What follows belongs to an exercise in optimizing a design on an open flow for small area and a short achievable clock period; a production flow would make more cautious choices. Only simulation tests tie the RTL to the original design; equivalence was not proved. Power is estimated from default activity; no workload was simulated.

==> inputs of job 2097 <==
==> flow/design.v <==
`timescale 1ns/1ps
module pe_unit (
  input               pe_weight_in_valid,
  input      [7:0]    pe_weight_in_payload,
  input               pe_ifmap_in_valid,
  input      [7:0]    pe_ifmap_in_payload,
  input               pe_bias_in_valid,
  input      [31:0]   pe_bias_in_payload,
  input               pe_shift_scale_valid,
  input      [7:0]    pe_shift_scale_payload,
  output              pe_ofmap_out_valid,
  output     [7:0]    pe_ofmap_out_payload,
  input               pe_ctrl_ps_back_en,
  input      [6:0]    pe_ctrl_ps_waddr,
  input      [6:0]    pe_ctrl_ps_raddr,
  input               pe_ctrl_ps_wr,
  input               pe_ctrl_ps_rd,
  input               pe_ctrl_ps_allow_rd,
  input               pe_ctrl_ps_pinA_bias_en,
  input               pe_ctrl_ps_pinB_bias_en,
  input               pe_ctrl_byp_mul_en,
  input               pe_ctrl_maxpool_en,
  input               pe_ctrl_bias_mul_en,
  input               pe_ctrl_ps_scale_en,
  output              pe_flags_ps_rd_ready,
  output              pe_flags_ps_wr_ready,
  input               clk,
  input               resetn
);
  reg        [7:0]    A;
  reg        [7:0]    B;
  reg        [15:0]   P;
  reg                 vA;
  reg                 vR;
  reg        [31:0]   R;
  reg        [31:0]   mem [0:127];
  reg        [31:0]   w_sum;
  reg        [6:0]    w_addr;
  reg                 w_en;
  wire                rden = pe_ctrl_ps_rd & pe_ctrl_ps_allow_rd;
  wire       [31:0]   ps = rden ? R : 32'h0;
  assign pe_ofmap_out_valid = vR;
  assign pe_ofmap_out_payload = ps[7:0];
  wire                ma_valid = pe_ctrl_ps_back_en ? vR : pe_ifmap_in_valid;
  wire       [7:0]    ma_data = pe_ctrl_ps_back_en ? ps[7:0] : pe_ifmap_in_payload;
  wire                mb_valid = pe_ctrl_bias_mul_en ? pe_bias_in_valid : pe_weight_in_valid;
  wire       [7:0]    mb_data = pe_ctrl_bias_mul_en ? pe_bias_in_payload[7:0] : pe_weight_in_payload;
  assign pe_flags_ps_rd_ready = ma_valid;
  assign pe_flags_ps_wr_ready = vA;
  wire       [31:0]   pinA = pe_ctrl_ps_pinA_bias_en ? pe_bias_in_payload : {{16{P[15]}}, P};
  wire       [31:0]   pinB = pe_ctrl_ps_pinB_bias_en ? pe_bias_in_payload : ps;
  wire                b_lt_a = $signed(pinB) < $signed(pinA);
  wire       [31:0]   sum = pe_ctrl_maxpool_en ? (b_lt_a ? pinA : pinB) : pinA + pinB;
  wire       [7:0]    s = pe_shift_scale_payload;
  wire                sc = pe_ctrl_ps_scale_en;
  wire       [4:0]    n = 5'd0 - s[4:0];
  reg        [31:0]   mask;
  integer             i;
  always @(*) begin
    for (i = 0; i < 32; i = i + 1) begin
      if (!sc)
        mask[i] = 1'b1;
      else if (s[7])
        mask[i] = (i + n) < 32;
      else
        mask[i] = (s[6:5] == 2'b00) && (i >= s[4:0]);
    end
  end
  reg        [4:0]    w_rot;
  reg        [31:0]   w_mask;
  reg                 w_neg;
  reg        [4:0]    w_bidx;
  wire       [31:0]   rot0 = w_rot[0] ? {w_sum[30:0], w_sum[31]}    : w_sum;
  wire       [31:0]   rot1 = w_rot[1] ? {rot0[29:0], rot0[31:30]}    : rot0;
  wire       [31:0]   rot2 = w_rot[2] ? {rot1[27:0], rot1[31:28]}    : rot1;
  wire       [31:0]   rot3 = w_rot[3] ? {rot2[23:0], rot2[31:24]}    : rot2;
  wire       [31:0]   rot  = w_rot[4] ? {rot3[15:0], rot3[31:16]}    : rot3;
  wire       [31:0]   shifted = (rot & w_mask) | ({32{w_neg & w_sum[31]}} & ~w_mask);
  wire                rbit = w_neg & w_sum[w_bidx];
  wire       [31:0]   wdata = shifted + {31'h0, rbit};
  always @(posedge clk) begin
    w_sum  <= sum;
    w_rot  <= sc ? s[4:0] : 5'd0;
    w_mask <= mask;
    w_neg  <= sc & s[7];
    w_bidx <= ~s[4:0];
    w_addr <= pe_ctrl_ps_waddr;
    w_en   <= pe_ctrl_ps_wr;
    if (w_en)
      mem[w_addr] <= wdata;
    if (rden)
      R <= (w_en && w_addr == pe_ctrl_ps_raddr) ? wdata : mem[pe_ctrl_ps_raddr];
  end
  always @(posedge clk or negedge resetn) begin
    if (!resetn) begin
      A  <= 8'h0;
      B  <= 8'h0;
      P  <= 16'h0;
      vA <= 1'b0;
      vR <= 1'b0;
    end else begin
      if (ma_valid) A <= ma_data;
      if (mb_valid) B <= mb_data;
      vA <= ma_valid;
      vR <= rden;
      if (vA) P <= $signed(A) * $signed(B);
    end
  end
endmodule
==> flow/run.sh <==
#!/bin/bash
# synth_recipe.tcl (not shown) runs the flow's synth.tcl, then flattens the netlist and writes it again
# the make line also repeats each setting of config.mk as NAME=value (left out here)
make -C /OpenROAD-flow-scripts/flow DESIGN_CONFIG=/design/flow/config.mk WORK_HOME=/design/flow/orfs CLKGATE_MAP_FILE= SYNTH_SCRIPT=/design/flow/synth_recipe.tcl finish
==> flow/config.mk <==
export PLATFORM = sky130hd
export DESIGN_NAME = pe_unit
export DESIGN_NICKNAME = pe_unit
export VERILOG_FILES = /design/flow/design.v
export SDC_FILE = /design/flow/constraint.sdc
export NUM_CORES = 4
export LEC_CHECK = 0
export CAP_MARGIN = 20
export CORE_MARGIN = 2
export CORE_UTILIZATION = 50
export SETUP_SLACK_MARGIN = 5
export SLEW_MARGIN = 20
==> flow/constraint.sdc <==
create_clock -name core_clock -period 11.0 [get_ports {clk}]
set_input_delay 2.2000 -clock core_clock [delete_from_list [all_inputs] [get_ports {clk}]]
set_output_delay 2.2000 -clock core_clock [all_outputs]
set_load 0.01 [all_outputs]
==> inputs of job 6584, as changes to job 2097 <==
--- a/flow/design.v
+++ b/flow/design.v
@@ -53,37 +53,34 @@
   wire       [31:0]   sum = pe_ctrl_maxpool_en ? (b_lt_a ? pinA : pinB) : pinA + pinB;
   wire       [7:0]    s = pe_shift_scale_payload;
   wire                sc = pe_ctrl_ps_scale_en;
-  wire       [4:0]    n = 5'd0 - s[4:0];
+  reg        [4:0]    w_rot;
+  reg                 w_neg;
+  reg                 w_zero;
   reg        [31:0]   mask;
   integer             i;
   always @(*) begin
     for (i = 0; i < 32; i = i + 1) begin
-      if (!sc)
-        mask[i] = 1'b1;
-      else if (s[7])
-        mask[i] = (i + n) < 32;
+      if (w_zero)
+        mask[i] = 1'b0;
+      else if (w_neg)
+        mask[i] = (w_rot == 5'd0) || (i < w_rot);
       else
-        mask[i] = (s[6:5] == 2'b00) && (i >= s[4:0]);
+        mask[i] = (i >= w_rot);
     end
   end
-  reg        [4:0]    w_rot;
-  reg        [31:0]   w_mask;
-  reg                 w_neg;
-  reg        [4:0]    w_bidx;
   wire       [31:0]   rot0 = w_rot[0] ? {w_sum[30:0], w_sum[31]}    : w_sum;
   wire       [31:0]   rot1 = w_rot[1] ? {rot0[29:0], rot0[31:30]}    : rot0;
   wire       [31:0]   rot2 = w_rot[2] ? {rot1[27:0], rot1[31:28]}    : rot1;
   wire       [31:0]   rot3 = w_rot[3] ? {rot2[23:0], rot2[31:24]}    : rot2;
   wire       [31:0]   rot  = w_rot[4] ? {rot3[15:0], rot3[31:16]}    : rot3;
-  wire       [31:0]   shifted = (rot & w_mask) | ({32{w_neg & w_sum[31]}} & ~w_mask);
-  wire                rbit = w_neg & w_sum[w_bidx];
+  wire       [31:0]   shifted = (rot & mask) | ({32{w_neg & w_sum[31]}} & ~mask);
+  wire                rbit = w_neg & w_sum[~w_rot];
   wire       [31:0]   wdata = shifted + {31'h0, rbit};
   always @(posedge clk) begin
     w_sum  <= sum;
     w_rot  <= sc ? s[4:0] : 5'd0;
-    w_mask <= mask;
     w_neg  <= sc & s[7];
-    w_bidx <= ~s[4:0];
+    w_zero <= sc & ~s[7] & (s[6:5] != 2'b00);
     w_addr <= pe_ctrl_ps_waddr;
     w_en   <= pe_ctrl_ps_wr;
     if (w_en)
==> flow/flow/run.sh (new file) <==
#!/bin/bash
set -o pipefail
cp standard.sh standard.sh.txt 2>/dev/null
export SETUP_SLACK_MARGIN=6.4
bash standard.sh > standard.log 2>&1
status=$?
# keep ORFS's per-step logs next to the flow's own log
if [ -d orfs/logs ]; then cp -r orfs/logs flow_logs 2>/dev/null; fi
exit $status
==> flow/standard.sh (new file) <==
#!/bin/bash
# synth_recipe.tcl (not shown) runs the flow's synth.tcl, then flattens the netlist and writes it again
# the make line also repeats each setting of config.mk as NAME=value (left out here)
make -C /OpenROAD-flow-scripts/flow DESIGN_CONFIG=/design/flow/config.mk WORK_HOME=/design/flow/orfs CLKGATE_MAP_FILE= SYNTH_SCRIPT=/design/flow/synth_recipe.tcl "${@:-finish}"
CORE_UTILIZATION = 70   (was 50)
CTS_BUF_LIST = sky130_fd_sc_hd__clkbuf_16   (was unset)
CTS_CLUSTER_DIAMETER = 100   (was unset)
CTS_CLUSTER_SIZE = 30   (was unset)
SETUP_SLACK_MARGIN = unset   (was 5)
removed: flow/run.sh
==> inputs of job 6358, as changes to job 2097 <==
--- a/flow/design.v
+++ b/flow/design.v
@@ -53,37 +53,34 @@
   wire       [31:0]   sum = pe_ctrl_maxpool_en ? (b_lt_a ? pinA : pinB) : pinA + pinB;
   wire       [7:0]    s = pe_shift_scale_payload;
   wire                sc = pe_ctrl_ps_scale_en;
-  wire       [4:0]    n = 5'd0 - s[4:0];
+  reg        [4:0]    w_rot;
+  reg                 w_neg;
+  reg                 w_zero;
   reg        [31:0]   mask;
   integer             i;
   always @(*) begin
     for (i = 0; i < 32; i = i + 1) begin
-      if (!sc)
-        mask[i] = 1'b1;
-      else if (s[7])
-        mask[i] = (i + n) < 32;
+      if (w_zero)
+        mask[i] = 1'b0;
+      else if (w_neg)
+        mask[i] = (w_rot == 5'd0) || (i < w_rot);
       else
-        mask[i] = (s[6:5] == 2'b00) && (i >= s[4:0]);
+        mask[i] = (i >= w_rot);
     end
   end
-  reg        [4:0]    w_rot;
-  reg        [31:0]   w_mask;
-  reg                 w_neg;
-  reg        [4:0]    w_bidx;
   wire       [31:0]   rot0 = w_rot[0] ? {w_sum[30:0], w_sum[31]}    : w_sum;
   wire       [31:0]   rot1 = w_rot[1] ? {rot0[29:0], rot0[31:30]}    : rot0;
   wire       [31:0]   rot2 = w_rot[2] ? {rot1[27:0], rot1[31:28]}    : rot1;
   wire       [31:0]   rot3 = w_rot[3] ? {rot2[23:0], rot2[31:24]}    : rot2;
   wire       [31:0]   rot  = w_rot[4] ? {rot3[15:0], rot3[31:16]}    : rot3;
-  wire       [31:0]   shifted = (rot & w_mask) | ({32{w_neg & w_sum[31]}} & ~w_mask);
-  wire                rbit = w_neg & w_sum[w_bidx];
+  wire       [31:0]   shifted = (rot & mask) | ({32{w_neg & w_sum[31]}} & ~mask);
+  wire                rbit = w_neg & w_sum[~w_rot];
   wire       [31:0]   wdata = shifted + {31'h0, rbit};
   always @(posedge clk) begin
     w_sum  <= sum;
     w_rot  <= sc ? s[4:0] : 5'd0;
-    w_mask <= mask;
     w_neg  <= sc & s[7];
-    w_bidx <= ~s[4:0];
+    w_zero <= sc & ~s[7] & (s[6:5] != 2'b00);
     w_addr <= pe_ctrl_ps_waddr;
     w_en   <= pe_ctrl_ps_wr;
     if (w_en)
==> flow/flow/run.sh (new file) <==
#!/bin/bash
set -o pipefail
cp standard.sh standard.sh.txt 2>/dev/null
export SETUP_SLACK_MARGIN=6.4
bash standard.sh > standard.log 2>&1
status=$?
# keep ORFS's per-step logs next to the flow's own log
if [ -d orfs/logs ]; then cp -r orfs/logs flow_logs 2>/dev/null; fi
exit $status
==> flow/standard.sh (new file) <==
#!/bin/bash
# synth_recipe.tcl (not shown) runs the flow's synth.tcl, then flattens the netlist and writes it again
# the make line also repeats each setting of config.mk as NAME=value (left out here)
make -C /OpenROAD-flow-scripts/flow DESIGN_CONFIG=/design/flow/config.mk WORK_HOME=/design/flow/orfs CLKGATE_MAP_FILE= SYNTH_SCRIPT=/design/flow/synth_recipe.tcl "${@:-finish}"
CORE_UTILIZATION = 60   (was 50)
CTS_BUF_LIST = sky130_fd_sc_hd__clkbuf_16   (was unset)
CTS_CLUSTER_DIAMETER = 100   (was unset)
CTS_CLUSTER_SIZE = 30   (was unset)
SETUP_SLACK_MARGIN = unset   (was 5)
removed: flow/run.sh
==> qor summary <==
Run status: job 6584 finished clean; job 2097 finished clean; job 6358 finished clean
Share of total power consumed by net switching: job 6584 27.67%; job 2097 25.92%; job 6358 27.58%
Post-Syn Area: job 6584 0.1693 mm²; job 2097 0.1701 mm²; job 6358 0.1693 mm²
Die Height: job 6584 495.8 µm; job 2097 587.3 µm; job 6358 535.2 µm
Combined global-route utilization of all metal layers: job 6584 35.65%; job 2097 24.78%; job 6358 30.09%
Register share of the cell area: job 6584 67.66%; job 2097 65.71%; job 6358 67.24%
Average wire length per cell after detail routing: job 6584 40.06 µm; job 2097 33.27 µm; job 6358 37.18 µm
Most used cell, CP: job 6584 -; job 2097 clkdlybuf4s50_1; job 6358 buf_6
Number of cells traversed by the worst register-to-register path: job 6584 15; job 2097 17; job 6358 17
Number of clock-tree buffers in the layout: job 6584 166; job 2097 516; job 6358 169
Via total after detailed routing: job 6584 82771; job 2097 80852; job 6358 80657
Horiz. Die Dim: job 6584 495.8 µm; job 2097 587.3 µm; job 6358 535.2 µm
Overall power consumption: job 6584 34590 µW; job 2097 39670 µW; job 6358 34540 µW

separate check: timing with driven ports:
How much do the figures lean on ideal ports? The routed layouts below were timed once more, with nothing changed but the port constraints.
Step 1, drivers: a clkbuf_16 drives clk and a buf_2 each remaining input, both assumed.
Step 2 moves the port delays by t, midway between the first and last clock arrival at a register: inputs arrive t later, outputs are due t later. That takes back most of the time a late clock gives input paths.
Three values: ideal ports, drivers, drivers and shift; two values: the first two.
run	t, ns	setup WS [ns]	worst slew at a driven data input, ns
job 2097	1.067	5.084 / 5.058 / 4.112	0.08
job 6584	0.960	6.181 / 6.039 / 5.236	0.37
job 6358	1.005	6.106 / 6.037 / 5.154	0.37
After both steps every run listed still meets setup and hold. The setup slack of job 2097, which loses most, moves by -0.026 ns with the drivers and by -0.972 ns with both steps.
